This is an optimization exercise on Yosys and OpenROAD, whose aim is small area, a short achievable clock period and few clock cycles per item, not a production implementation. Function was not checked in any run shown here: the RTL went through the layout flow alone.

<file path="flow/design.v">
module huff_tables (
    input  logic        dc,
    input  logic        chroma,
    input  logic [3:0]  run,
    input  logic [3:0]  size,
    output logic [4:0]  len,
    output logic [15:0] code
);
always_comb begin
    len = 5'd0;
    code = 16'd0;
    case ({dc, chroma, size})
    6'b0_0_0000: if (&run) begin len = 5'd11; code = 16'b1111111100100000; end
        else begin len = 5'd4; code = 16'b1010000000000000; end
    6'b0_0_0001:
        case (run)
        4'd0: begin len = 5'd2; code = 16'b0000000000000000; end
        4'd1: begin len = 5'd4; code = 16'b1100000000000000; end
        4'd2: begin len = 5'd5; code = 16'b1110000000000000; end
        4'd3: begin len = 5'd6; code = 16'b1110100000000000; end
        4'd4: begin len = 5'd6; code = 16'b1110110000000000; end
        4'd5: begin len = 5'd7; code = 16'b1111010000000000; end
        4'd6: begin len = 5'd7; code = 16'b1111011000000000; end
        4'd7: begin len = 5'd8; code = 16'b1111101000000000; end
        4'd8: begin len = 5'd9; code = 16'b1111110000000000; end
        4'd9: begin len = 5'd9; code = 16'b1111110010000000; end
        4'd10: begin len = 5'd9; code = 16'b1111110100000000; end
        4'd11: begin len = 5'd10; code = 16'b1111111001000000; end
        4'd12: begin len = 5'd10; code = 16'b1111111010000000; end
        4'd13: begin len = 5'd11; code = 16'b1111111100000000; end
        4'd14: begin len = 5'd16; code = 16'b1111111111101011; end
        4'd15: begin len = 5'd16; code = 16'b1111111111110101; end
        endcase
    6'b0_0_0010:
        case (run)
        4'd0: begin len = 5'd2; code = 16'b0100000000000000; end
        4'd1: begin len = 5'd5; code = 16'b1101100000000000; end
        4'd2: begin len = 5'd8; code = 16'b1111100100000000; end
        4'd3: begin len = 5'd9; code = 16'b1111101110000000; end
        4'd4: begin len = 5'd10; code = 16'b1111111000000000; end
        4'd5: begin len = 5'd11; code = 16'b1111111011100000; end
        4'd6: begin len = 5'd12; code = 16'b1111111101100000; end
        4'd7: begin len = 5'd12; code = 16'b1111111101110000; end
        4'd8: begin len = 5'd15; code = 16'b1111111110000000; end
        4'd9: begin len = 5'd16; code = 16'b1111111110111110; end
        4'd10: begin len = 5'd16; code = 16'b1111111111000111; end
        4'd11: begin len = 5'd16; code = 16'b1111111111010000; end
        4'd12: begin len = 5'd16; code = 16'b1111111111011001; end
        4'd13: begin len = 5'd16; code = 16'b1111111111100010; end
        4'd14: begin len = 5'd16; code = 16'b1111111111101100; end
        4'd15: begin len = 5'd16; code = 16'b1111111111110110; end
        endcase
    6'b0_0_0011:
        case (run)
        4'd0: begin len = 5'd3; code = 16'b1000000000000000; end
        4'd1: begin len = 5'd7; code = 16'b1111001000000000; end
        4'd2: begin len = 5'd10; code = 16'b1111110111000000; end
        4'd3: begin len = 5'd12; code = 16'b1111111101010000; end
        4'd4: begin len = 5'd16; code = 16'b1111111110010110; end
        4'd5: begin len = 5'd16; code = 16'b1111111110011110; end
        4'd6: begin len = 5'd16; code = 16'b1111111110100110; end
        4'd7: begin len = 5'd16; code = 16'b1111111110101110; end
        4'd8: begin len = 5'd16; code = 16'b1111111110110110; end
        4'd9: begin len = 5'd16; code = 16'b1111111110111111; end
        4'd10: begin len = 5'd16; code = 16'b1111111111001000; end
        4'd11: begin len = 5'd16; code = 16'b1111111111010001; end
        4'd12: begin len = 5'd16; code = 16'b1111111111011010; end
        4'd13: begin len = 5'd16; code = 16'b1111111111100011; end
        4'd14: begin len = 5'd16; code = 16'b1111111111101101; end
        4'd15: begin len = 5'd16; code = 16'b1111111111110111; end
        endcase
    6'b0_0_0100:
        case (run)
        4'd0: begin len = 5'd4; code = 16'b1011000000000000; end
        4'd1: begin len = 5'd9; code = 16'b1111101100000000; end
        4'd2: begin len = 5'd12; code = 16'b1111111101000000; end
        4'd3: begin len = 5'd16; code = 16'b1111111110001111; end
        4'd4: begin len = 5'd16; code = 16'b1111111110010111; end
        4'd5: begin len = 5'd16; code = 16'b1111111110011111; end
        4'd6: begin len = 5'd16; code = 16'b1111111110100111; end
        4'd7: begin len = 5'd16; code = 16'b1111111110101111; end
        4'd8: begin len = 5'd16; code = 16'b1111111110110111; end
        4'd9: begin len = 5'd16; code = 16'b1111111111000000; end
        4'd10: begin len = 5'd16; code = 16'b1111111111001001; end
        4'd11: begin len = 5'd16; code = 16'b1111111111010010; end
        4'd12: begin len = 5'd16; code = 16'b1111111111011011; end
        4'd13: begin len = 5'd16; code = 16'b1111111111100100; end
        4'd14: begin len = 5'd16; code = 16'b1111111111101110; end
        4'd15: begin len = 5'd16; code = 16'b1111111111111000; end
        endcase
    6'b0_0_0101:
        case (run)
        4'd0: begin len = 5'd5; code = 16'b1101000000000000; end
        4'd1: begin len = 5'd11; code = 16'b1111111011000000; end
        4'd2: begin len = 5'd16; code = 16'b1111111110001001; end
        4'd3: begin len = 5'd16; code = 16'b1111111110010000; end
        4'd4: begin len = 5'd16; code = 16'b1111111110011000; end
        4'd5: begin len = 5'd16; code = 16'b1111111110100000; end
        4'd6: begin len = 5'd16; code = 16'b1111111110101000; end
        4'd7: begin len = 5'd16; code = 16'b1111111110110000; end
        4'd8: begin len = 5'd16; code = 16'b1111111110111000; end
        4'd9: begin len = 5'd16; code = 16'b1111111111000001; end
        4'd10: begin len = 5'd16; code = 16'b1111111111001010; end
        4'd11: begin len = 5'd16; code = 16'b1111111111010011; end
        4'd12: begin len = 5'd16; code = 16'b1111111111011100; end
        4'd13: begin len = 5'd16; code = 16'b1111111111100101; end
        4'd14: begin len = 5'd16; code = 16'b1111111111101111; end
        4'd15: begin len = 5'd16; code = 16'b1111111111111001; end
        endcase
    6'b0_0_0110:
        case (run)
        4'd0: begin len = 5'd7; code = 16'b1111000000000000; end
        4'd1: begin len = 5'd16; code = 16'b1111111110000100; end
        4'd2: begin len = 5'd16; code = 16'b1111111110001010; end
        4'd3: begin len = 5'd16; code = 16'b1111111110010001; end
        4'd4: begin len = 5'd16; code = 16'b1111111110011001; end
        4'd5: begin len = 5'd16; code = 16'b1111111110100001; end
        4'd6: begin len = 5'd16; code = 16'b1111111110101001; end
        4'd7: begin len = 5'd16; code = 16'b1111111110110001; end
        4'd8: begin len = 5'd16; code = 16'b1111111110111001; end
        4'd9: begin len = 5'd16; code = 16'b1111111111000010; end
        4'd10: begin len = 5'd16; code = 16'b1111111111001011; end
        4'd11: begin len = 5'd16; code = 16'b1111111111010100; end
        4'd12: begin len = 5'd16; code = 16'b1111111111011101; end
        4'd13: begin len = 5'd16; code = 16'b1111111111100110; end
        4'd14: begin len = 5'd16; code = 16'b1111111111110000; end
        4'd15: begin len = 5'd16; code = 16'b1111111111111010; end
        endcase
    6'b0_0_0111:
        case (run)
        4'd0: begin len = 5'd8; code = 16'b1111100000000000; end
        4'd1: begin len = 5'd16; code = 16'b1111111110000101; end
        4'd2: begin len = 5'd16; code = 16'b1111111110001011; end
        4'd3: begin len = 5'd16; code = 16'b1111111110010010; end
        4'd4: begin len = 5'd16; code = 16'b1111111110011010; end
        4'd5: begin len = 5'd16; code = 16'b1111111110100010; end
        4'd6: begin len = 5'd16; code = 16'b1111111110101010; end
        4'd7: begin len = 5'd16; code = 16'b1111111110110010; end
        4'd8: begin len = 5'd16; code = 16'b1111111110111010; end
        4'd9: begin len = 5'd16; code = 16'b1111111111000011; end
        4'd10: begin len = 5'd16; code = 16'b1111111111001100; end
        4'd11: begin len = 5'd16; code = 16'b1111111111010101; end
        4'd12: begin len = 5'd16; code = 16'b1111111111011110; end
        4'd13: begin len = 5'd16; code = 16'b1111111111100111; end
        4'd14: begin len = 5'd16; code = 16'b1111111111110001; end
        4'd15: begin len = 5'd16; code = 16'b1111111111111011; end
        endcase
    6'b0_0_1000:
        case (run)
        4'd0: begin len = 5'd10; code = 16'b1111110110000000; end
        4'd1: begin len = 5'd16; code = 16'b1111111110000110; end
        4'd2: begin len = 5'd16; code = 16'b1111111110001100; end
        4'd3: begin len = 5'd16; code = 16'b1111111110010011; end
        4'd4: begin len = 5'd16; code = 16'b1111111110011011; end
        4'd5: begin len = 5'd16; code = 16'b1111111110100011; end
        4'd6: begin len = 5'd16; code = 16'b1111111110101011; end
        4'd7: begin len = 5'd16; code = 16'b1111111110110011; end
        4'd8: begin len = 5'd16; code = 16'b1111111110111011; end
        4'd9: begin len = 5'd16; code = 16'b1111111111000100; end
        4'd10: begin len = 5'd16; code = 16'b1111111111001101; end
        4'd11: begin len = 5'd16; code = 16'b1111111111010110; end
        4'd12: begin len = 5'd16; code = 16'b1111111111011111; end
        4'd13: begin len = 5'd16; code = 16'b1111111111101000; end
        4'd14: begin len = 5'd16; code = 16'b1111111111110010; end
        4'd15: begin len = 5'd16; code = 16'b1111111111111100; end
        endcase
    6'b0_0_1001:
        case (run)
        4'd0: begin len = 5'd16; code = 16'b1111111110000010; end
        4'd1: begin len = 5'd16; code = 16'b1111111110000111; end
        4'd2: begin len = 5'd16; code = 16'b1111111110001101; end
        4'd3: begin len = 5'd16; code = 16'b1111111110010100; end
        4'd4: begin len = 5'd16; code = 16'b1111111110011100; end
        4'd5: begin len = 5'd16; code = 16'b1111111110100100; end
        4'd6: begin len = 5'd16; code = 16'b1111111110101100; end
        4'd7: begin len = 5'd16; code = 16'b1111111110110100; end
        4'd8: begin len = 5'd16; code = 16'b1111111110111100; end
        4'd9: begin len = 5'd16; code = 16'b1111111111000101; end
        4'd10: begin len = 5'd16; code = 16'b1111111111001110; end
        4'd11: begin len = 5'd16; code = 16'b1111111111010111; end
        4'd12: begin len = 5'd16; code = 16'b1111111111100000; end
        4'd13: begin len = 5'd16; code = 16'b1111111111101001; end
        4'd14: begin len = 5'd16; code = 16'b1111111111110011; end
        4'd15: begin len = 5'd16; code = 16'b1111111111111101; end
        endcase
    6'b0_0_1010:
        case (run)
        4'd0: begin len = 5'd16; code = 16'b1111111110000011; end
        4'd1: begin len = 5'd16; code = 16'b1111111110001000; end
        4'd2: begin len = 5'd16; code = 16'b1111111110001110; end
        4'd3: begin len = 5'd16; code = 16'b1111111110010101; end
        4'd4: begin len = 5'd16; code = 16'b1111111110011101; end
        4'd5: begin len = 5'd16; code = 16'b1111111110100101; end
        4'd6: begin len = 5'd16; code = 16'b1111111110101101; end
        4'd7: begin len = 5'd16; code = 16'b1111111110110101; end
        4'd8: begin len = 5'd16; code = 16'b1111111110111101; end
        4'd9: begin len = 5'd16; code = 16'b1111111111000110; end
        4'd10: begin len = 5'd16; code = 16'b1111111111001111; end
        4'd11: begin len = 5'd16; code = 16'b1111111111011000; end
        4'd12: begin len = 5'd16; code = 16'b1111111111100001; end
        4'd13: begin len = 5'd16; code = 16'b1111111111101010; end
        4'd14: begin len = 5'd16; code = 16'b1111111111110100; end
        4'd15: begin len = 5'd16; code = 16'b1111111111111110; end
        endcase
    6'b0_1_0000: if (&run) begin len = 5'd10; code = 16'b1111111010000000; end
        else begin len = 5'd2; code = 16'b0000000000000000; end
    6'b0_1_0001:
        case (run)
        4'd0: begin len = 5'd2; code = 16'b0100000000000000; end
        4'd1: begin len = 5'd4; code = 16'b1011000000000000; end
        4'd2: begin len = 5'd5; code = 16'b1101000000000000; end
        4'd3: begin len = 5'd5; code = 16'b1101100000000000; end
        4'd4: begin len = 5'd6; code = 16'b1110100000000000; end
        4'd5: begin len = 5'd6; code = 16'b1110110000000000; end
        4'd6: begin len = 5'd7; code = 16'b1111001000000000; end
        4'd7: begin len = 5'd7; code = 16'b1111010000000000; end
        4'd8: begin len = 5'd8; code = 16'b1111100100000000; end
        4'd9: begin len = 5'd9; code = 16'b1111101110000000; end
        4'd10: begin len = 5'd9; code = 16'b1111110000000000; end
        4'd11: begin len = 5'd9; code = 16'b1111110010000000; end
        4'd12: begin len = 5'd9; code = 16'b1111110100000000; end
        4'd13: begin len = 5'd11; code = 16'b1111111100100000; end
        4'd14: begin len = 5'd14; code = 16'b1111111110000000; end
        4'd15: begin len = 5'd15; code = 16'b1111111110000110; end
        endcase
    6'b0_1_0010:
        case (run)
        4'd0: begin len = 5'd3; code = 16'b1000000000000000; end
        4'd1: begin len = 5'd6; code = 16'b1110010000000000; end
        4'd2: begin len = 5'd8; code = 16'b1111011100000000; end
        4'd3: begin len = 5'd8; code = 16'b1111100000000000; end
        4'd4: begin len = 5'd9; code = 16'b1111101100000000; end
        4'd5: begin len = 5'd10; code = 16'b1111111001000000; end
        4'd6: begin len = 5'd11; code = 16'b1111111011100000; end
        4'd7: begin len = 5'd11; code = 16'b1111111100000000; end
        4'd8: begin len = 5'd16; code = 16'b1111111110110111; end
        4'd9: begin len = 5'd16; code = 16'b1111111111000000; end
        4'd10: begin len = 5'd16; code = 16'b1111111111001001; end
        4'd11: begin len = 5'd16; code = 16'b1111111111010010; end
        4'd12: begin len = 5'd16; code = 16'b1111111111011011; end
        4'd13: begin len = 5'd16; code = 16'b1111111111100100; end
        4'd14: begin len = 5'd16; code = 16'b1111111111101101; end
        4'd15: begin len = 5'd16; code = 16'b1111111111110110; end
        endcase
    6'b0_1_0011:
        case (run)
        4'd0: begin len = 5'd4; code = 16'b1010000000000000; end
        4'd1: begin len = 5'd8; code = 16'b1111011000000000; end
        4'd2: begin len = 5'd10; code = 16'b1111110111000000; end
        4'd3: begin len = 5'd10; code = 16'b1111111000000000; end
        4'd4: begin len = 5'd16; code = 16'b1111111110010111; end
        4'd5: begin len = 5'd16; code = 16'b1111111110011111; end
        4'd6: begin len = 5'd16; code = 16'b1111111110100111; end
        4'd7: begin len = 5'd16; code = 16'b1111111110101111; end
        4'd8: begin len = 5'd16; code = 16'b1111111110111000; end
        4'd9: begin len = 5'd16; code = 16'b1111111111000001; end
        4'd10: begin len = 5'd16; code = 16'b1111111111001010; end
        4'd11: begin len = 5'd16; code = 16'b1111111111010011; end
        4'd12: begin len = 5'd16; code = 16'b1111111111011100; end
        4'd13: begin len = 5'd16; code = 16'b1111111111100101; end
        4'd14: begin len = 5'd16; code = 16'b1111111111101110; end
        4'd15: begin len = 5'd16; code = 16'b1111111111110111; end
        endcase
    6'b0_1_0100:
        case (run)
        4'd0: begin len = 5'd5; code = 16'b1100000000000000; end
        4'd1: begin len = 5'd9; code = 16'b1111101010000000; end
        4'd2: begin len = 5'd12; code = 16'b1111111101100000; end
        4'd3: begin len = 5'd12; code = 16'b1111111101110000; end
        4'd4: begin len = 5'd16; code = 16'b1111111110011000; end
        4'd5: begin len = 5'd16; code = 16'b1111111110100000; end
        4'd6: begin len = 5'd16; code = 16'b1111111110101000; end
        4'd7: begin len = 5'd16; code = 16'b1111111110110000; end
        4'd8: begin len = 5'd16; code = 16'b1111111110111001; end
        4'd9: begin len = 5'd16; code = 16'b1111111111000010; end
        4'd10: begin len = 5'd16; code = 16'b1111111111001011; end
        4'd11: begin len = 5'd16; code = 16'b1111111111010100; end
        4'd12: begin len = 5'd16; code = 16'b1111111111011101; end
        4'd13: begin len = 5'd16; code = 16'b1111111111100110; end
        4'd14: begin len = 5'd16; code = 16'b1111111111101111; end
        4'd15: begin len = 5'd16; code = 16'b1111111111111000; end
        endcase
    6'b0_1_0101:
        case (run)
        4'd0: begin len = 5'd5; code = 16'b1100100000000000; end
        4'd1: begin len = 5'd11; code = 16'b1111111011000000; end
        4'd2: begin len = 5'd15; code = 16'b1111111110000100; end
        4'd3: begin len = 5'd16; code = 16'b1111111110010001; end
        4'd4: begin len = 5'd16; code = 16'b1111111110011001; end
        4'd5: begin len = 5'd16; code = 16'b1111111110100001; end
        4'd6: begin len = 5'd16; code = 16'b1111111110101001; end
        4'd7: begin len = 5'd16; code = 16'b1111111110110001; end
        4'd8: begin len = 5'd16; code = 16'b1111111110111010; end
        4'd9: begin len = 5'd16; code = 16'b1111111111000011; end
        4'd10: begin len = 5'd16; code = 16'b1111111111001100; end
        4'd11: begin len = 5'd16; code = 16'b1111111111010101; end
        4'd12: begin len = 5'd16; code = 16'b1111111111011110; end
        4'd13: begin len = 5'd16; code = 16'b1111111111100111; end
        4'd14: begin len = 5'd16; code = 16'b1111111111110000; end
        4'd15: begin len = 5'd16; code = 16'b1111111111111001; end
        endcase
    6'b0_1_0110:
        case (run)
        4'd0: begin len = 5'd6; code = 16'b1110000000000000; end
        4'd1: begin len = 5'd12; code = 16'b1111111101010000; end
        4'd2: begin len = 5'd16; code = 16'b1111111110001100; end
        4'd3: begin len = 5'd16; code = 16'b1111111110010010; end
        4'd4: begin len = 5'd16; code = 16'b1111111110011010; end
        4'd5: begin len = 5'd16; code = 16'b1111111110100010; end
        4'd6: begin len = 5'd16; code = 16'b1111111110101010; end
        4'd7: begin len = 5'd16; code = 16'b1111111110110010; end
        4'd8: begin len = 5'd16; code = 16'b1111111110111011; end
        4'd9: begin len = 5'd16; code = 16'b1111111111000100; end
        4'd10: begin len = 5'd16; code = 16'b1111111111001101; end
        4'd11: begin len = 5'd16; code = 16'b1111111111010110; end
        4'd12: begin len = 5'd16; code = 16'b1111111111011111; end
        4'd13: begin len = 5'd16; code = 16'b1111111111101000; end
        4'd14: begin len = 5'd16; code = 16'b1111111111110001; end
        4'd15: begin len = 5'd16; code = 16'b1111111111111010; end
        endcase
    6'b0_1_0111:
        case (run)
        4'd0: begin len = 5'd7; code = 16'b1111000000000000; end
        4'd1: begin len = 5'd16; code = 16'b1111111110001000; end
        4'd2: begin len = 5'd16; code = 16'b1111111110001101; end
        4'd3: begin len = 5'd16; code = 16'b1111111110010011; end
        4'd4: begin len = 5'd16; code = 16'b1111111110011011; end
        4'd5: begin len = 5'd16; code = 16'b1111111110100011; end
        4'd6: begin len = 5'd16; code = 16'b1111111110101011; end
        4'd7: begin len = 5'd16; code = 16'b1111111110110011; end
        4'd8: begin len = 5'd16; code = 16'b1111111110111100; end
        4'd9: begin len = 5'd16; code = 16'b1111111111000101; end
        4'd10: begin len = 5'd16; code = 16'b1111111111001110; end
        4'd11: begin len = 5'd16; code = 16'b1111111111010111; end
        4'd12: begin len = 5'd16; code = 16'b1111111111100000; end
        4'd13: begin len = 5'd16; code = 16'b1111111111101001; end
        4'd14: begin len = 5'd16; code = 16'b1111111111110010; end
        4'd15: begin len = 5'd16; code = 16'b1111111111111011; end
        endcase
    6'b0_1_1000:
        case (run)
        4'd0: begin len = 5'd9; code = 16'b1111101000000000; end
        4'd1: begin len = 5'd16; code = 16'b1111111110001001; end
        4'd2: begin len = 5'd16; code = 16'b1111111110001110; end
        4'd3: begin len = 5'd16; code = 16'b1111111110010100; end
        4'd4: begin len = 5'd16; code = 16'b1111111110011100; end
        4'd5: begin len = 5'd16; code = 16'b1111111110100100; end
        4'd6: begin len = 5'd16; code = 16'b1111111110101100; end
        4'd7: begin len = 5'd16; code = 16'b1111111110110100; end
        4'd8: begin len = 5'd16; code = 16'b1111111110111101; end
        4'd9: begin len = 5'd16; code = 16'b1111111111000110; end
        4'd10: begin len = 5'd16; code = 16'b1111111111001111; end
        4'd11: begin len = 5'd16; code = 16'b1111111111011000; end
        4'd12: begin len = 5'd16; code = 16'b1111111111100001; end
        4'd13: begin len = 5'd16; code = 16'b1111111111101010; end
        4'd14: begin len = 5'd16; code = 16'b1111111111110011; end
        4'd15: begin len = 5'd16; code = 16'b1111111111111100; end
        endcase
    6'b0_1_1001:
        case (run)
        4'd0: begin len = 5'd10; code = 16'b1111110110000000; end
        4'd1: begin len = 5'd16; code = 16'b1111111110001010; end
        4'd2: begin len = 5'd16; code = 16'b1111111110001111; end
        4'd3: begin len = 5'd16; code = 16'b1111111110010101; end
        4'd4: begin len = 5'd16; code = 16'b1111111110011101; end
        4'd5: begin len = 5'd16; code = 16'b1111111110100101; end
        4'd6: begin len = 5'd16; code = 16'b1111111110101101; end
        4'd7: begin len = 5'd16; code = 16'b1111111110110101; end
        4'd8: begin len = 5'd16; code = 16'b1111111110111110; end
        4'd9: begin len = 5'd16; code = 16'b1111111111000111; end
        4'd10: begin len = 5'd16; code = 16'b1111111111010000; end
        4'd11: begin len = 5'd16; code = 16'b1111111111011001; end
        4'd12: begin len = 5'd16; code = 16'b1111111111100010; end
        4'd13: begin len = 5'd16; code = 16'b1111111111101011; end
        4'd14: begin len = 5'd16; code = 16'b1111111111110100; end
        4'd15: begin len = 5'd16; code = 16'b1111111111111101; end
        endcase
    6'b0_1_1010:
        case (run)
        4'd0: begin len = 5'd12; code = 16'b1111111101000000; end
        4'd1: begin len = 5'd16; code = 16'b1111111110001011; end
        4'd2: begin len = 5'd16; code = 16'b1111111110010000; end
        4'd3: begin len = 5'd16; code = 16'b1111111110010110; end
        4'd4: begin len = 5'd16; code = 16'b1111111110011110; end
        4'd5: begin len = 5'd16; code = 16'b1111111110100110; end
        4'd6: begin len = 5'd16; code = 16'b1111111110101110; end
        4'd7: begin len = 5'd16; code = 16'b1111111110110110; end
        4'd8: begin len = 5'd16; code = 16'b1111111110111111; end
        4'd9: begin len = 5'd16; code = 16'b1111111111001000; end
        4'd10: begin len = 5'd16; code = 16'b1111111111010001; end
        4'd11: begin len = 5'd16; code = 16'b1111111111011010; end
        4'd12: begin len = 5'd16; code = 16'b1111111111100011; end
        4'd13: begin len = 5'd16; code = 16'b1111111111101100; end
        4'd14: begin len = 5'd16; code = 16'b1111111111110101; end
        4'd15: begin len = 5'd16; code = 16'b1111111111111110; end
        endcase
    6'b1_0_0000: begin len = 5'd2; code = 16'b0000000000000000; end
    6'b1_0_0001: begin len = 5'd3; code = 16'b0100000000000000; end
    6'b1_0_0010: begin len = 5'd3; code = 16'b0110000000000000; end
    6'b1_0_0011: begin len = 5'd3; code = 16'b1000000000000000; end
    6'b1_0_0100: begin len = 5'd3; code = 16'b1010000000000000; end
    6'b1_0_0101: begin len = 5'd3; code = 16'b1100000000000000; end
    6'b1_0_0110: begin len = 5'd4; code = 16'b1110000000000000; end
    6'b1_0_0111: begin len = 5'd5; code = 16'b1111000000000000; end
    6'b1_0_1000: begin len = 5'd6; code = 16'b1111100000000000; end
    6'b1_0_1001: begin len = 5'd7; code = 16'b1111110000000000; end
    6'b1_0_1010: begin len = 5'd8; code = 16'b1111111000000000; end
    6'b1_0_1011: begin len = 5'd9; code = 16'b1111111100000000; end
    6'b1_1_0000: begin len = 5'd2; code = 16'b0000000000000000; end
    6'b1_1_0001: begin len = 5'd2; code = 16'b0100000000000000; end
    6'b1_1_0010: begin len = 5'd2; code = 16'b1000000000000000; end
    6'b1_1_0011: begin len = 5'd3; code = 16'b1100000000000000; end
    6'b1_1_0100: begin len = 5'd4; code = 16'b1110000000000000; end
    6'b1_1_0101: begin len = 5'd5; code = 16'b1111000000000000; end
    6'b1_1_0110: begin len = 5'd6; code = 16'b1111100000000000; end
    6'b1_1_0111: begin len = 5'd7; code = 16'b1111110000000000; end
    6'b1_1_1000: begin len = 5'd8; code = 16'b1111111000000000; end
    6'b1_1_1001: begin len = 5'd9; code = 16'b1111111100000000; end
    6'b1_1_1010: begin len = 5'd10; code = 16'b1111111110000000; end
    6'b1_1_1011: begin len = 5'd11; code = 16'b1111111111000000; end
    default: ;
    endcase
end
endmodule
module entropy #(
    parameter int DEPTH = 4                 
) (
    input  logic signed [10:0]  q0,
    input  logic signed [10:0]  q1,
    input  logic                q_valid,
    output logic                q_hold,
    input  logic [4:0]          q_cnt,
    input  logic [1:0]          q_chroma,
    input  logic                q_last_mcu,
    output logic [25:0]         out_chunk,      
    output logic [4:0]          out_len,        
    output logic                out_last,       
    output logic                out_valid,
    input  logic                out_take,       
    input  logic                clk,
    input  logic                resetn
);
localparam int AW = 2;                   
typedef struct packed {
    logic               last;
    logic               dc;
    logic [1:0]         chroma;
    logic [1:0]         zrl;
    logic [3:0]         run;
    logic [10:0]        val;
} entry_t;
logic [5:0]     run_r;            
logic           take;
logic           is_dc, is_end, nz0, nz1;
logic           e0, e1;
logic [5:0]     run1;
entry_t         ent0, ent1;
always_comb begin
    take   = q_valid & ~q_hold;
    is_dc  = q_cnt == 5'd0;
    is_end = &q_cnt;
    nz0    = |q0;
    nz1    = |q1;
    e0     = is_dc | nz0;
    e1     = is_end | nz1;
    run1   = e0 ? 6'd0 : run_r + 6'd1;
    ent0.last   = 1'b0;
    ent0.dc     = is_dc;
    ent0.chroma = q_chroma;
    ent0.zrl    = is_dc ? 2'd0 : run_r[5:4];
    ent0.run    = is_dc ? 4'd0 : run_r[3:0];
    ent0.val    = q0;
    ent1.last   = is_end & q_last_mcu;
    ent1.dc     = 1'b0;
    ent1.chroma = q_chroma;
    ent1.zrl    = nz1 ? run1[5:4] : 2'd0;       
    ent1.run    = nz1 ? run1[3:0] : 4'd0;
    ent1.val    = q1;
end
always_ff @(posedge clk)
    if (take)
        run_r <= nz1 ? 6'd0 : run1 + 6'd1;
logic [DEPTH-1:0][20:0] mem;      
logic [DEPTH-1:0] wp, rp;         
function automatic [20:0] rd_mux(input logic [DEPTH-1:0][20:0] m, input logic [DEPTH-1:0] sel);
    rd_mux = '0;
    for (int i = 0; i < DEPTH; i++)
        rd_mux = rd_mux | (m[i] & {21{sel[i]}});
endfunction
logic [AW:0]    cnt, cnt_next;
logic [AW:0]    cnt_c [4];
logic [3:0]     hold_c;
logic           push1, push2;
logic           hold_next;
logic           pop;
entry_t         first;
entry_t         head;
always_comb begin
    first    = e0 ? ent0 : ent1;
    head     = rd_mux(mem, rp);
    push1    = take & (e0 ^ e1);
    push2    = take & e0 & e1;
    for (int j = 0; j < 4; j++) begin
        cnt_c[j]  = cnt + (AW+1)'(j) - (AW+1)'(1);
        hold_c[j] = cnt_c[j] > (AW+1)'(DEPTH - 2);
    end
    case ({push2, push1, pop})
        3'b000: begin cnt_next = cnt_c[1]; hold_next = hold_c[1]; end
        3'b001: begin cnt_next = cnt_c[0]; hold_next = hold_c[0]; end
        3'b010: begin cnt_next = cnt_c[2]; hold_next = hold_c[2]; end
        3'b011: begin cnt_next = cnt_c[1]; hold_next = hold_c[1]; end
        3'b100: begin cnt_next = cnt_c[3]; hold_next = hold_c[3]; end
        default: begin cnt_next = cnt_c[2]; hold_next = hold_c[2]; end
    endcase
end
always_ff @(posedge clk) begin
    for (int i = 0; i < DEPTH; i++) begin
        if (take & wp[i])
            mem[i] <= first;
        else if (take & wp[(i + DEPTH - 1) % DEPTH])
            mem[i] <= ent1;
    end
end
always_ff @(posedge clk)
    if (!resetn) begin
        wp     <= DEPTH'(1);
        rp     <= DEPTH'(1);
        cnt    <= '0;
        q_hold <= 1'b0;
    end else begin
        if (push2)
            wp <= {wp[DEPTH-3:0], wp[DEPTH-1:DEPTH-2]};
        else if (push1)
            wp <= {wp[DEPTH-2:0], wp[DEPTH-1]};
        if (pop)
            rp <= {rp[DEPTH-2:0], rp[DEPTH-1]};
        cnt    <= cnt_next;
        q_hold <= hold_next;
    end
function automatic [11:0] sub12(input logic [11:0] a, input logic [11:0] b);
    logic [6:0] lo;
    logic [5:0] hi0, hi1;
    lo  = {1'b0, a[5:0]} + {1'b0, ~b[5:0]} + 7'd1;
    hi0 = a[11:6] + ~b[11:6];
    hi1 = a[11:6] + ~b[11:6] + 6'd1;
    sub12 = {lo[6] ? hi1 : hi0, lo[5:0]};
endfunction
logic signed [10:0] pred0, pred1, pred2;    
logic [1:0]         zc;           
logic               s_valid, s_ready;
logic               s_dc, s_chroma, s_last, s_zrl, s_neg;
logic [3:0]         s_run;
logic [10:0]        s_mag;
logic               h_valid, h_zrl;
logic signed [11:0] v, vn;
logic signed [10:0] p;
logic               c_ready;
always_comb begin
    h_valid = cnt != '0;
    h_zrl   = head.zrl != zc;
    case (head.dc ? head.chroma : 2'd3)
        2'd0: p = pred0;
        2'd1: p = pred1;
        2'd2: p = pred2;
        default: p = 11'sd0;
    endcase
    v       = sub12({head.val[10], head.val}, {p[10], p});
    vn      = sub12({p[10], p}, {head.val[10], head.val});
    s_ready = ~s_valid | c_ready;
    pop     = h_valid & s_ready & ~h_zrl;
end
always_ff @(posedge clk)
    if (!resetn) begin
        s_valid <= 1'b0;
        zc      <= 2'd0;
        pred0   <= '0;
        pred1   <= '0;
        pred2   <= '0;
    end else if (s_ready) begin
        s_valid <= h_valid;
        if (h_valid) begin
            if (h_zrl)
                zc <= zc + 2'd1;
            else begin
                zc <= 2'd0;
                if (head.last) begin
                    pred0 <= '0;
                    pred1 <= '0;
                    pred2 <= '0;
                end else if (head.dc)
                    case (head.chroma)
                        2'd0: pred0 <= head.val;
                        2'd1: pred1 <= head.val;
                        default: pred2 <= head.val;
                    endcase
            end
        end
    end
always_ff @(posedge clk)
    if (s_ready & h_valid) begin
        s_dc     <= head.dc;
        s_chroma <= |head.chroma;
        s_last   <= head.last & ~h_zrl;
        s_zrl    <= h_zrl;
        s_run    <= head.run;
        s_neg    <= v[11];
        s_mag    <= h_zrl ? 11'h0 : (v[11] ? vn[10:0] : v[10:0]);
    end
function automatic [3:0] bit_length(input logic [10:0] m);
    bit_length = 0;
    for (int k = 0; k < 11; k++)
        if (m[k])
            bit_length = 4'(k + 1);
endfunction
logic [3:0]     size, a_run;
logic [10:0]    norm, top, amp_l;
logic [4:0]     code_len;
logic [15:0]    code;
always_comb begin
    size  = bit_length(s_mag);
    norm  = s_mag << (4'd11 - size);
    top   = ~(11'h7ff >> size);
    amp_l = s_neg ? norm ^ top : norm;
    a_run = s_zrl ? 4'hf : s_run;
end
huff_tables ht (
    .dc     (s_dc),
    .chroma (s_chroma),
    .run    (a_run),
    .size   (size),
    .len    (code_len),
    .code   (code)
);
always_comb c_ready = ~out_valid | out_take;
always_ff @(posedge clk)
    if (!resetn)
        out_valid <= 1'b0;
    else if (c_ready)
        out_valid <= s_valid;
always_ff @(posedge clk)
    if (c_ready & s_valid) begin
        out_chunk <= {code, 10'h0} | ({amp_l, 15'h0} >> code_len);
        out_len   <= code_len + 5'(size);
        out_last  <= s_last;
    end
endmodule
module byte_pack #(
    parameter int W = 33                    
) (
    input  logic [25:0]         chunk,          
    input  logic [4:0]          chunk_len,
    input  logic                chunk_last,
    input  logic                chunk_valid,
    output logic                chunk_take,
    output logic [31:0]         out_data,
    output logic                out_tlast,
    output logic                out_valid,
    input  logic                out_hold,
    input  logic                clk,
    input  logic                resetn
);
localparam int NW = 6;                   
logic [W-1:0]   acc;             
logic [NW-1:0]  n;               
logic           flush;           
logic           stuffp;          
logic [1:0]     k;               
logic [NW-4:0]  full;
logic           part;
logic [1:0]     avail;           
logic [15:0]    pad, tb;
logic [7:0]     b0, b1;
logic           ff0, ff1;
always_comb begin
    full  = n[NW-1:3];
    part  = flush & (n[2:0] != 3'd0);
    avail = (full >= 2) ? 2'd2 : 2'(full) + 2'(part);
    if (avail > 2'd2) avail = 2'd2;
    pad   = (flush && n < NW'(16)) ? (16'hffff >> n[3:0]) : 16'h0;
    tb    = acc[W-1 -: 16] | pad;
    b0    = tb[15:8];
    b1    = tb[7:0];
    ff0   = &b0;
    ff1   = &b1;
end
logic [1:0]     e;               
logic [1:0]     d;               
logic [7:0]     x0, x1;
logic           stuffp_n;
logic           one;             
always_comb begin
    one = &k;
    x0 = 8'h00; x1 = 8'h00; e = 2'd0; d = 2'd0; stuffp_n = 1'b0;
    if (out_valid & out_hold) begin
        stuffp_n = stuffp;
    end else if (stuffp) begin
        x0 = 8'h00;
        if (avail != 2'd0 && !one) begin
            x1 = b0; e = 2'd2; d = 2'd1; stuffp_n = ff0;
        end else begin
            e = 2'd1;
        end
    end else if (avail != 2'd0) begin
        x0 = b0;
        if (ff0 & one) begin
            e = 2'd1; d = 2'd1; stuffp_n = 1'b1;
        end else if (ff0) begin
            x1 = 8'h00; e = 2'd2; d = 2'd1;
        end else if (avail == 2'd2 && !one) begin
            x1 = b1; e = 2'd2; d = 2'd2; stuffp_n = ff1;
        end else begin
            e = 2'd1; d = 2'd1;
        end
    end
end
logic [NW-1:0]  n_d;
logic [2:0]     t;
logic           done, push, go;
logic [31:0]    word;
always_comb begin
    case (d)
        2'd0: n_d = n;
        2'd1: n_d = (n > NW'(8))  ? n - NW'(8)  : '0;
        default: n_d = (n > NW'(16)) ? n - NW'(16) : '0;
    endcase
    t     = {1'b0, k} + {1'b0, e};
    done  = flush & (n_d == '0) & ~stuffp_n;
    push  = (t >= 3'd4) | (done & (t != 3'd0));
    go    = 1'b1;
    word  = out_data;
    case (k)
        2'd0: word[31:16] = {x0, x1};
        2'd1: word[23:8]  = {x0, x1};
        2'd2: word[15:0]  = {x0, x1};
        default: word[7:0] = x0;
    endcase
    if (push & (t < 3'd4)) begin
        if (t <= 3'd1) word[23:16] = 8'hff;
        if (t <= 3'd2) word[15:8]  = 8'hff;
        if (t <= 3'd3) word[7:0]   = 8'hff;
    end
end
logic [W+7:0]   ext, ext_d, ins;
logic           fit;
logic [NW:0]    nl;
logic [NW-1:0]  n_new;
logic           fit0, fit1, dge1;
logic [NW-1:0]  nl0, nl1, nl2;
always_comb begin
    nl    = (NW+1)'(n) + (NW+1)'(chunk_len);
    fit0  = nl <= (NW+1)'(W);
    fit1  = nl <= (NW+1)'(W + 8);
    dge1  = ~out_valid & (avail != 2'd0) & ~(stuffp & one);
    nl0   = NW'(nl);
    nl1   = NW'(nl - (NW+1)'(8));
    nl2   = NW'(nl - (NW+1)'(16));
    fit   = fit0 | (dge1 & fit1);
    chunk_take = chunk_valid & ~flush & go & fit;
    ins   = {chunk, (W-18)'(0)} >> n;
    ext   = {acc, 8'h0} | (chunk_take ? ins : '0);
    case (go ? d : 2'd0)
        2'd0: ext_d = ext;
        2'd1: ext_d = ext << 8;
        default: ext_d = ext << 16;
    endcase
    if (chunk_take)
        case (d)
            2'd0: n_new = nl0;
            2'd1: n_new = nl1;
            default: n_new = nl2;
        endcase
    else
        n_new = n_d;
end
always_ff @(posedge clk)
    if (!resetn) begin
        acc       <= '0;
        n         <= '0;
        flush     <= 1'b0;
        stuffp    <= 1'b0;
        k         <= 2'd0;
        out_valid <= 1'b0;
    end else begin
        if (out_valid & ~out_hold)
            out_valid <= 1'b0;
        if (go) begin
            acc    <= ext_d[W+7 -: W];
            n      <= n_new;
            stuffp <= stuffp_n;
            if (chunk_take & chunk_last)
                flush <= 1'b1;
            else if (done & (t <= 3'd4))
                flush <= 1'b0;
            if (push) begin
                out_valid <= 1'b1;
                k         <= 2'd0;
            end else
                k         <= t[1:0];
        end
    end
always_ff @(posedge clk)
    if (e != 2'd0) begin
        out_data  <= word;
        out_tlast <= done;
    end
endmodule
module jenc_backend (
    input  logic               clk,
    input  logic               resetn,
    input  logic signed [10:0] q0,
    input  logic signed [10:0] q1,
    input  logic               q_valid,
    output logic               q_hold,
    input  logic [4:0]         q_cnt,
    input  logic [1:0]         q_chroma,
    input  logic               q_last_mcu,
    output logic [31:0]        out_data,
    output logic               out_tlast,
    output logic               out_valid,
    input  logic               out_hold
);
logic [25:0]    chunk;
logic [4:0]     chunk_len;
logic           chunk_last;
logic           chunk_valid;
logic           chunk_take;
entropy entropy (
    .q0             (q0),
    .q1             (q1),
    .q_valid        (q_valid),
    .q_hold         (q_hold),
    .q_cnt          (q_cnt),
    .q_chroma       (q_chroma),
    .q_last_mcu     (q_last_mcu),
    .out_chunk      (chunk),
    .out_len        (chunk_len),
    .out_last       (chunk_last),
    .out_valid      (chunk_valid),
    .out_take       (chunk_take),
    .clk            (clk),
    .resetn         (resetn)
);
byte_pack byte_pack (
    .chunk          (chunk),
    .chunk_len      (chunk_len),
    .chunk_last     (chunk_last),
    .chunk_valid    (chunk_valid),
    .chunk_take     (chunk_take),
    .out_data       (out_data),
    .out_tlast      (out_tlast),
    .out_valid      (out_valid),
    .out_hold       (out_hold),
    .clk            (clk),
    .resetn         (resetn)
);
endmodule
</file>
<file path="flow/run.sh">
#!/bin/bash
# synth_recipe.tcl (not shown) runs the flow's synth.tcl, then flattens the netlist and writes it again
# the make line also repeats each setting of config.mk as NAME=value (left out here)
make -C /OpenROAD-flow-scripts/flow DESIGN_CONFIG=/design/flow/config.mk WORK_HOME=/design/flow/orfs CLKGATE_MAP_FILE= SYNTH_SCRIPT=/design/flow/synth_recipe.tcl finish
</file>
<file path="flow/config.mk">
export PLATFORM = sky130hd
export DESIGN_NAME = jenc_backend
export DESIGN_NICKNAME = jenc_backend
export VERILOG_FILES = /design/flow/design.v
export SDC_FILE = /design/flow/constraint.sdc
export NUM_CORES = 4
export LEC_CHECK = 0
export ABC_AREA = 1
export CAP_MARGIN = 20
export CORE_MARGIN = 2
export CORE_UTILIZATION = 55
export CTS_CLUSTER_DIAMETER = 100
export CTS_CLUSTER_SIZE = 20
export PLACE_DENSITY = 0.7
export SETUP_SLACK_MARGIN = 4
export SLEW_MARGIN = 20
</file>
<file path="flow/constraint.sdc">
create_clock -name core_clock -period 9.5 [get_ports {clk}]
set_input_delay 1.9000 -clock core_clock [delete_from_list [all_inputs] [get_ports {clk}]]
set_output_delay 1.9000 -clock core_clock [all_outputs]
set_load 0.01 [all_outputs]
</file>
==> results of run 1 <==
[through the flow]
stage / area, µm² / utilization
finish: 22600 / 0.597
global route: 22600 / 0.597
CTS: 22500 / 0.597
detailed placement: 22000 / 0.582
global placement: 22000 / 0.582
floorplan: 21100 / -
[critical path, cell delays in order (launching register included)]
cell and delay (ns):
sky130_fd_sc_hd__edfxtp_1 0.45, sky130_fd_sc_hd__nor2_1 0.25, sky130_fd_sc_hd__nand2_1 0.21, sky130_fd_sc_hd__nor2_1 0.39
sky130_fd_sc_hd__inv_1 0.24, sky130_fd_sc_hd__ha_1 0.41, sky130_fd_sc_hd__inv_1 0.24, sky130_fd_sc_hd__nor2_2 0.09
sky130_fd_sc_hd__nand2_1 0.41, sky130_fd_sc_hd__inv_1 0.17, sky130_fd_sc_hd__nor2_1 0.22, sky130_fd_sc_hd__nand2_1 0.09
sky130_fd_sc_hd__nand2_1 0.11, sky130_fd_sc_hd__nand3_2 0.25, sky130_fd_sc_hd__ha_1 0.34, sky130_fd_sc_hd__fa_1 0.46
sky130_fd_sc_hd__nand2_1 0.10, sky130_fd_sc_hd__nand2_1 0.05, sky130_fd_sc_hd__a21oi_1 0.15, sky130_fd_sc_hd__xnor2_1 0.09
[cell families (layout without fill, tap and decap cells)]
kind of cell,after synthesis,count (layout),share of synthesized area
mux,23,23,0.0109
xor+xnor,28,28,0.0116
flops,268,268,0.337
buf+inv,509,495,0.0965
fa+ha+maj,89,89,0.0552
compound gates,653,653,0.183
simple gates,1459,1459,0.306
[final cells by class]
cell class | count | area (µm²) | share of cell area
flip-flops and latches | 268 | 7120 | 0.316
repair buffers | 89 | 833 | 0.0370
clock inverters | 3 | 41.3 | 0.00183
multi-input cells | 2252 | 12000 | 0.532
inverters | 374 | 1410 | 0.0627
clock buffers | 29 | 513 | 0.0227
well taps | 511 | 639 | 0.0284
[what timing repair did]
action                                  in CTS  in global routing
endpoints found under the setup margin       0                  7
resized for setup                            0                  3
endpoints found under the hold margin        0                  0
[layout by cell type (no fill, tap or decap), types with 6 or more instances in the layout]
cell | synthesis | routed
sky130_fd_sc_hd__nand2_1 | 698 | 698
sky130_fd_sc_hd__nor2_1 | 359 | 357
sky130_fd_sc_hd__inv_1 | 342 | 341
sky130_fd_sc_hd__o21ai_0 | 303 | 303
sky130_fd_sc_hd__nand3_1 | 227 | 227
sky130_fd_sc_hd__edfxtp_1 | 175 | 175
sky130_fd_sc_hd__a21oi_1 | 122 | 122
sky130_fd_sc_hd__dfxtp_1 | 93 | 91
sky130_fd_sc_hd__ha_1 | 82 | 82
sky130_fd_sc_hd__clkdlybuf4s50_1 | 0 | 67
sky130_fd_sc_hd__o22ai_1 | 48 | 48
sky130_fd_sc_hd__nand4_1 | 45 | 45
sky130_fd_sc_hd__nor3_1 | 41 | 41
sky130_fd_sc_hd__inv_2 | 27 | 28
sky130_fd_sc_hd__a22o_1 | 23 | 23
sky130_fd_sc_hd__a211oi_1 | 23 | 23
sky130_fd_sc_hd__mux2i_1 | 23 | 23
sky130_fd_sc_hd__xor2_1 | 22 | 22
sky130_fd_sc_hd__buf_4 | 9 | 21
sky130_fd_sc_hd__clkbuf_16 | 0 | 19
sky130_fd_sc_hd__o211ai_1 | 16 | 16
sky130_fd_sc_hd__a31oi_1 | 16 | 16
sky130_fd_sc_hd__nor4_1 | 15 | 15
sky130_fd_sc_hd__a221oi_1 | 14 | 14
sky130_fd_sc_hd__nor2_2 | 12 | 14
sky130_fd_sc_hd__o21ai_1 | 12 | 12
sky130_fd_sc_hd__nand2_2 | 10 | 10
sky130_fd_sc_hd__clkbuf_1 | 78 | 10
sky130_fd_sc_hd__o2111ai_1 | 9 | 9
sky130_fd_sc_hd__a21o_1 | 9 | 9
sky130_fd_sc_hd__nand2_4 | 8 | 8
sky130_fd_sc_hd__nand3_2 | 7 | 7
sky130_fd_sc_hd__o31ai_1 | 7 | 7
sky130_fd_sc_hd__fa_1 | 7 | 7
sky130_fd_sc_hd__xnor2_1 | 6 | 6
sky130_fd_sc_hd__o221ai_1 | 6 | 6
sky130_fd_sc_hd__nand3b_1 | 6 | 6
[final timing paths]
| path | cells past startpoint | slack (ns) | start | endpoint |
|---|---|---|---|---|
| max | 19 | 4.51 | entropy.s_mag[10] | entropy.out_len[4] |
| max reg2reg | 19 | 4.51 | entropy.s_mag[10] | entropy.out_len[4] |
| min | 2 | 0.46 | entropy.pred1[10] | entropy.pred1[10] |
| min reg2reg | 2 | 0.46 | entropy.pred1[10] | entropy.pred1[10] |
[metal layers]
layer / global-route usage / routed length, µm / vias up / part of all wire
li1: - / - / 10200 / -
met1: 0.435 / 27800 / 9991 / 0.40
met2: 0.576 / 32600 / 1161 / 0.47
met3: 0.0531 / 5920 / 235 / 0.085
met4: 0.157 / 3350 / 0 / 0.048
met5: 0 / 0 / - / 0
[sequential cells by signal, summed over array words and instances, names as in the netlist, 11 cells and up]
register,cells
byte_pack.acc,33
byte_pack.out_data,32
entropy.mem,84
entropy.out_chunk,26
entropy.pred0,11
entropy.pred1,11
entropy.pred2,11
entropy.s_mag,11
==> run notes, run 1 <==
The number of antenna violations at the first check in global routing is 0. The overall overflow remaining after global route is 0. The most common cell in the netlist is sky130_fd_sc_hd__nand2_1. The starting density of the core is 0.560.

The post-layout minimum cycle time came out at about 5 ns. The arrival time at the worst endpoint is 5.25 ns. STA classifies the critical path startpoint as a flip-flop.

The mean area per synthesized cell came out at 6.98 µm². The die covers around 40000 µm². The relative slew slack came out at 0.271. The synthesized netlist occupies a cell area of roughly 21000 µm². The global router's overall resource usage is 0.343. The count of endpoints failing setup in the final report came out at 0. The post-route antenna net violation count came out at 0. Along the worst path, the maximum fanout reaches 14. The worst path meets setup with about 4.5 ns of slack. At the end of the flow, the number of nets in the layout was between 3000 and 4000. The number of hold-slack violations in the final timing report came to 0.

The average routed wire per standard cell is approximately 20 µm. The yosys synthesis warning count came out at 4. The post-detailed-routing wire length is roughly 70000 µm. TritonCTS built the clock tree. The number of enable flip-flop cells after synthesis is around 180. The post-route fraction of the period consumed by the critical path is 0.525. The I/O pin count is between 60 and 70. The number of nets produced by synthesis is approximately 3200. The core region area came out at ~38000 µm². The wire length of the first global-routing pass is ~110000 µm.

The detailed-route vias per instance came out at slightly above 6. The width of the die is ~200 µm. The cell sitting at the root of the clock tree is a sky130_fd_sc_hd__clkbuf_16. The share of final-layout standard cells stronger than drive strength 1 is 0.0531. The max-slew violation count came out at 0. In the post-synthesis netlist, the biggest area contributors are sky130_fd_sc_hd__edfxtp_1 25%, sky130_fd_sc_hd__nand2_1 12%, sky130_fd_sc_hd__dfxtp_1 8.8%. The number of violations reported at the end of detailed-routing iteration 0 came out at around 2400.

The pre-CTS worst setup slack came out at 4.17 ns. At the end of routability-driven placement, the weighted congestion stood at slightly above 1. The flow ran to the end and the layout has no timing, DRC or antenna violations. The area growth from synthesis to layout is 6.66%. The count of hold buffers inserted by post-cts repair is 0.

The post-synthesis cell type with the largest combined area is sky130_fd_sc_hd__edfxtp_1. The share of the yosys chip area belonging to registers is 0.337. Between clock sinks in the finished design, the worst skew comes to 0.0278 ns. The worst setup path is of the flip-flop to flip-flop kind. Ranked by instance count, the synthesized netlist is headed by 698 x sky130_fd_sc_hd__nand2_1, 359 x sky130_fd_sc_hd__nor2_1, 342 x sky130_fd_sc_hd__inv_1, 303 x sky130_fd_sc_hd__o21ai_0, 227 x sky130_fd_sc_hd__nand3_1. The CTS sink count came out at 268. The share of synthesized flip-flops with an asynchronous set or reset came out at 0. Setup repair after global routing left no endpoint under its margin. The clock passes through at most 3 buffers. The total of fill cells in the finished design is roughly 3500. The DRC violations left came out at 0. The top achievable clock speed came out at ~200 MHz. The slew at the pin with the worst max-slew slack is roughly 1.1 ns.

The buffer count from post-CTS setup fixing is 0. The number of I/O port buffers is just under 70. For this run, the number of standard cells in the final layout without fillers is between 3000 and 4000.

The via count of the first global-routing pass came to approximately 20000. The vertical die dimension is 200 µm. The detailed-placement wirelength estimate is 52300 µm. Across the run, the number of max-cap violations was 0. The number of synthesized register bits came out at roughly 270. The worst hold slack is between 0.4 and 0.5 ns. In the synthesized netlist the dominant register cell turns out to be sky130_fd_sc_hd__edfxtp_1. At the worst endpoint, the required time is just under 10 ns. The number of buffers added by the clock tree synthesis step came out at 18. The first-pass detailed-route iteration total is 7. Synthesis handed over a netlist of 3029 instances.

The top cell type's share of synthesized area is 0.249. The count of cell types in the netlist came out at 76. The worst setup path is captured at a flip-flop. After clock tree synthesis, the clock-pin slew on the worst setup and hold paths is approximately 0.090 ns. The number of instances in the placed design is about 3500. The summed negative setup slack over all endpoints is 0 ns.

The repair_antennas step left the layout with diodes totalling 0. The deepest level of the CTS H-tree came out at 1. The floorplan has 71 rows. The path class of the tightest hold or removal check is flip-flop to flip-flop. The largest net degree at the start of global routing came out at between 70 and 80. The routed layout has around 22000 vias. The insertion delay to the later sink of the worst-skew pair came out at between 0.5 and 0.6 ns.
==> run 2, diff against run 1 <==
--- a/flow/config.mk
+++ b/flow/config.mk
@@ -14,3 +14,3 @@
 export PLACE_DENSITY = 0.7
-export SETUP_SLACK_MARGIN = 4
+export SETUP_SLACK_MARGIN = 5
 export SLEW_MARGIN = 20
==> run 2 against run 1 <==
  * Utilization is 0.86 points higher
  * Synthesized area stayed put
  * Clock skew is 0.0025 ns higher
  * Die area stayed put
  * Hold slack better by 0.00070 ns
  * Highest routed layer unchanged
  * Cell area is 1.4% higher
  * Cell count is 0.48% higher
  * Still clean
  * First-iteration DRC count is 3.5% higher
==> run notes, run 2 <==
The vertical die dimension came out at 200 µm (unchanged). The insertion delay to the later sink of the worst-skew pair came to 0.52 ns (about the same). The number of buffers added by the clock tree synthesis step came out at 18 (unchanged).

The wire length of the first global-routing pass is 108000 µm (was 107000 µm). The count of hold buffers inserted by post-cts repair is 0 (unchanged). The root cell of the clock tree is sky130_fd_sc_hd__clkbuf_16 (unchanged). The worst hold-check path type was flip-flop to flip-flop (unchanged). The deepest level of the CTS H-tree is 1 (unchanged). The number of nets in the finished design is 3142 (was 3126). The first-pass detailed-route iteration total is 6 (was 7). The yosys synthesis warning count is 4 (unchanged). The multiplexer share of the synthesized area is 0.0109 (unchanged).

The number of antenna violations at the first check in global routing is 1 (was 0). The worst flop-to-flop path startpoint is entropy.s_zrl (was entropy.s_mag[10]). The post-route fraction of the period consumed by the critical path is 0.476 (was 0.525). The area enclosed by the die boundary is 40000 µm² (unchanged). The worst hold path stage count came out at 2 (unchanged). The growth of design area from synthesis to finish was 8.20% (was 6.66%). The endpoint class of the critical path was a flip-flop (unchanged). The clock tree from TritonCTS was yes (unchanged). The area of the mapped netlist is 21100 µm² (unchanged). The post-route antenna net violation count is 0 (unchanged).

The top achievable clock speed is 221 MHz (was 201 MHz). The setup clock skew after layout was 0.0303 ns (was 0.0278 ns). The count of endpoints failing setup in the final report was 0 (unchanged).

The combinational family with the most area after synthesis is simple AND/OR/NAND/NOR gates (unchanged). The top cell type's share of synthesized area came out at 0.249 (unchanged). The DRC violations left came to 0 (unchanged). The via count came out at 21700 (was 21600). The number of instances in the placed design is 3494 (unchanged).

The register containing the most flip-flops in the final layout was entropy.mem (unchanged). Top flop regs: entropy.mem (84), byte_pack.acc (33), byte_pack.out_data (32) (unchanged). The global router's overall resource usage came out at 0.344 (was 0.343). The leading register cell type out of synthesis is sky130_fd_sc_hd__edfxtp_1 (unchanged). The number of enable flip-flop cells after synthesis is 175 (unchanged).

The placement row count is 71 (unchanged). Commonest cells after routing, fill and taps aside: 686 x sky130_fd_sc_hd__nand2_1, 352 x sky130_fd_sc_hd__nor2_1, 338 x sky130_fd_sc_hd__inv_1 (was 698 x sky130_fd_sc_hd__nand2_1, 357 x sky130_fd_sc_hd__nor2_1, 341 x sky130_fd_sc_hd__inv_1). The max-capacitance violation count came out at 0 (unchanged).

The setup slack after layout is 4.98 ns (was 4.51 ns). The share of synthesized flip-flops with an asynchronous set or reset is 0 (unchanged). The clock input transition at the sequential cells of the worst setup and hold paths was 0.08 ns (was 0.09 ns).

The XOR/XNOR share of the synthesized area came out at 0.0116 (unchanged). The max-slew violation count is 0 (unchanged). The number of violations reported at the end of detailed-routing iteration 0 is 2496 (was 2412). The mean area per synthesized cell was 6.98 µm² (unchanged).

The average routed wire per standard cell came to 19.9 µm (was 19.8 µm). The number of nets produced by synthesis is 3152 (unchanged). The overall overflow remaining after global route is 0 (unchanged). The detailed-route vias per instance is 6.13 (was 6.12). The summed negative setup slack over all endpoints is 0 ns (unchanged). The weighted congestion at the end of routability-driven global placement is 1.04 (unchanged). The worst-case reg-to-reg path depth is 10 (was 19).

The maximum count of clock buffers along a single path is 3 (unchanged). The post-synthesis cell type with the largest combined area is sky130_fd_sc_hd__edfxtp_1 (unchanged). The worst-case register-to-register setup slack is 4.98 ns (was 4.51 ns). The arrival time at the worst endpoint is 4.78 ns (was 5.25 ns). The number of instances in the synthesized netlist came to 3029 (unchanged). The post-layout minimum cycle time came out at 4.52 ns (was 4.99 ns).

The pre-CTS worst setup slack is 4.17 ns (unchanged). The post-synthesis share of cell area spent on and, or, nand and nor gates came to 0.306 (unchanged). The count of cell types in the netlist is 76 (unchanged).

Commonest cells in the synthesized netlist: 698 x sky130_fd_sc_hd__nand2_1, 359 x sky130_fd_sc_hd__nor2_1, 342 x sky130_fd_sc_hd__inv_1, 303 x sky130_fd_sc_hd__o21ai_0, 227 x sky130_fd_sc_hd__nand3_1 (unchanged). The share of final-layout standard cells stronger than drive strength 1 came out at 0.0680 (was 0.0531). The required time of the worst setup path is 9.76 ns (was 9.77 ns). The number of I/O port buffers came out at 68 (unchanged). The number of synthesized register bits is 268 (unchanged).

The share of the yosys chip area belonging to registers was 0.337 (unchanged). The I/O pin count is 69 (unchanged). The origin of the worst setup path is entropy.s_zrl (was entropy.s_mag[10]). The detailed-placement wirelength estimate is 52300 µm (unchanged). The post-synthesis compound-gate area fraction came to 0.183 (unchanged). The CTS sink count is 268 (unchanged). The post-detailed-routing wire length was 70600 µm (was 69700 µm).

The number of hold-slack violations in the final timing report came out at 0 (unchanged). The maximum fanout along the worst path came to 38 (was 14). The starting density of the core is 0.560 (unchanged).

The adder and majority gate portion of the synthesized area came out at 0.0552 (unchanged). The critical register-to-register path endpoint is entropy.out_chunk[14] (was entropy.out_len[4]). The flip-flop count of the largest register, all copies and words added is 84 (unchanged). The largest net degree at the start of global routing was 75 (unchanged). The worst min-delay path startpoint was entropy.pred1[10] (unchanged). The startpoint type of the worst setup path is a flip-flop (unchanged). The worst setup path category is flip-flop to flip-flop (unchanged). Setup repair after global routing missed its margin: true (was false). The via count of the first global-routing pass came out at 20200 (was 20100). The most common cell in the netlist is sky130_fd_sc_hd__nand2_1 (unchanged). The non-filler instance count after layout is 3543 (was 3526). The relative slew slack came out at 0.296 (was 0.271).

The width of the die came out at 200 µm (unchanged). The slew at the pin with the worst max-slew slack is 1.06 ns (was 1.09 ns). Top post-synthesis cells by area: sky130_fd_sc_hd__edfxtp_1 25%, sky130_fd_sc_hd__nand2_1 12%, sky130_fd_sc_hd__dfxtp_1 8.8% (unchanged). Result of the run: timing/DRC/antenna clean (unchanged). The worst min-delay path endpoint is entropy.pred1[10] (unchanged).

The core region area was 37800 µm² (unchanged). The most common cell after layout, fill and taps aside was sky130_fd_sc_hd__nand2_1 (unchanged).
[run 2: final cells by class]
type | instances | area [µm²]
Fill cell | 3439 | 14900
Antenna cell | 1 | 2.50
Clock buffer | 29 | 513
Multi-Input combinational cell | 2253 | 12100
Tap cell | 511 | 639
Clock inverter | 3 | 41.3
Timing Repair Buffer | 102 | 960
Inverter | 374 | 1440
Timing Repair inverter | 2 | 10.0
Sequential cell | 268 | 7120
[run 2: worst max path at each step]
stage | slack (ns) | to | cells after the start
6_report | 4.98 | entropy.out_chunk[14] | 10
5_1_grt | 4.86 | entropy.s_mag[5] | 30
4_1_cts | 4.94 | entropy.s_mag[5] | 28
3_5_place_dp | 4.17 | entropy.s_mag[5] | 25
3_3_place_gp | 4.32 | entropy.s_mag[5] | 24
2_1_floorplan | 5.46 | entropy.out_chunk[0] | 14
[run 2: logic make-up after synthesis]
| kind of cell | after synthesis |
|---|---|
| adders and majority gates | 89 |
| xor gates and xnor gates | 28 |
| DFF | 268 |
| AOI/OAI and AO/OA | 653 |
| buffers and inverters | 509 |
| and+or+nand+nor | 1459 |
| muxes | 23 |
[run 2: timing repair]
action | CTS | global route
gates cloned | 1 | 2
endpoints found under the setup margin | 46 | 197
pin swaps | 1 | 3
setup buffers | 1 | 11
resized for setup | 14 | 43
[run 2: layer usage]
metal  track usage  vias up  part of all wire
met3        0.0556      257             0.086
met5             0        -                 0
met1         0.435    10000              0.40
met2         0.576     1193              0.46
li1              -    10200                 -
met4         0.161        0             0.052
[run 2: per-stage QoR]
stage               hold slack (ns)  cell area (µm²)   util
finish                        0.460            22900  0.606
global placement              0.442            22000  0.582
detailed placement            0.448            22000  0.582
CTS                           0.459            22600  0.598
global route                  0.477            22900  0.606
floorplan                     0.400            21100      -
[run 2: critical path, cell delays in order (launching register included)]
cell and delay (ns):
sky130_fd_sc_hd__edfxtp_1 0.51, sky130_fd_sc_hd__nor2_2 0.14, sky130_fd_sc_hd__buf_4 0.39, sky130_fd_sc_hd__inv_1 0.29
sky130_fd_sc_hd__buf_4 0.34, sky130_fd_sc_hd__nor3_1 0.85, sky130_fd_sc_hd__a211oi_1 0.19, sky130_fd_sc_hd__a2111oi_0 0.85
sky130_fd_sc_hd__nand3_1 0.15, sky130_fd_sc_hd__a21oi_1 0.44, sky130_fd_sc_hd__nand2_1 0.10

## port drivers added, routing unchanged
The flow's constraints put no driver on any port. The routed layouts listed below were extracted and timed again, unchanged, in two steps. Step 1 assumes that a clkbuf_16 drives the clock port and a buf_2 every other input. Step 2 adds t to the input delays and takes it off the output delays; t is the mean of the earliest and latest rising clock arrival at the registers after step 1. Input paths then give back, and output paths get back, about the clock's delay inside the block. Slacks: ideal / step 1 / step 2; pairs: ideal / step 1.
run | t, ns | setup WS [ns] | clock arrival spread, ns | worst data-port slew with drivers (ns) | cell pins on the clock port's net
run 1 | 0.571 | 4.514 / 4.514 / 4.442 | 0.033 / 0.034 | 0.04 | 1
run 2 | 0.569 | 4.981 / 4.981 / 4.669 | 0.037 / 0.037 | 0.04 | 1
After both steps every run listed still meets setup and hold. The setup slack of run 2, which loses most, moves by 0.000 ns with the drivers and by -0.312 ns with both steps.
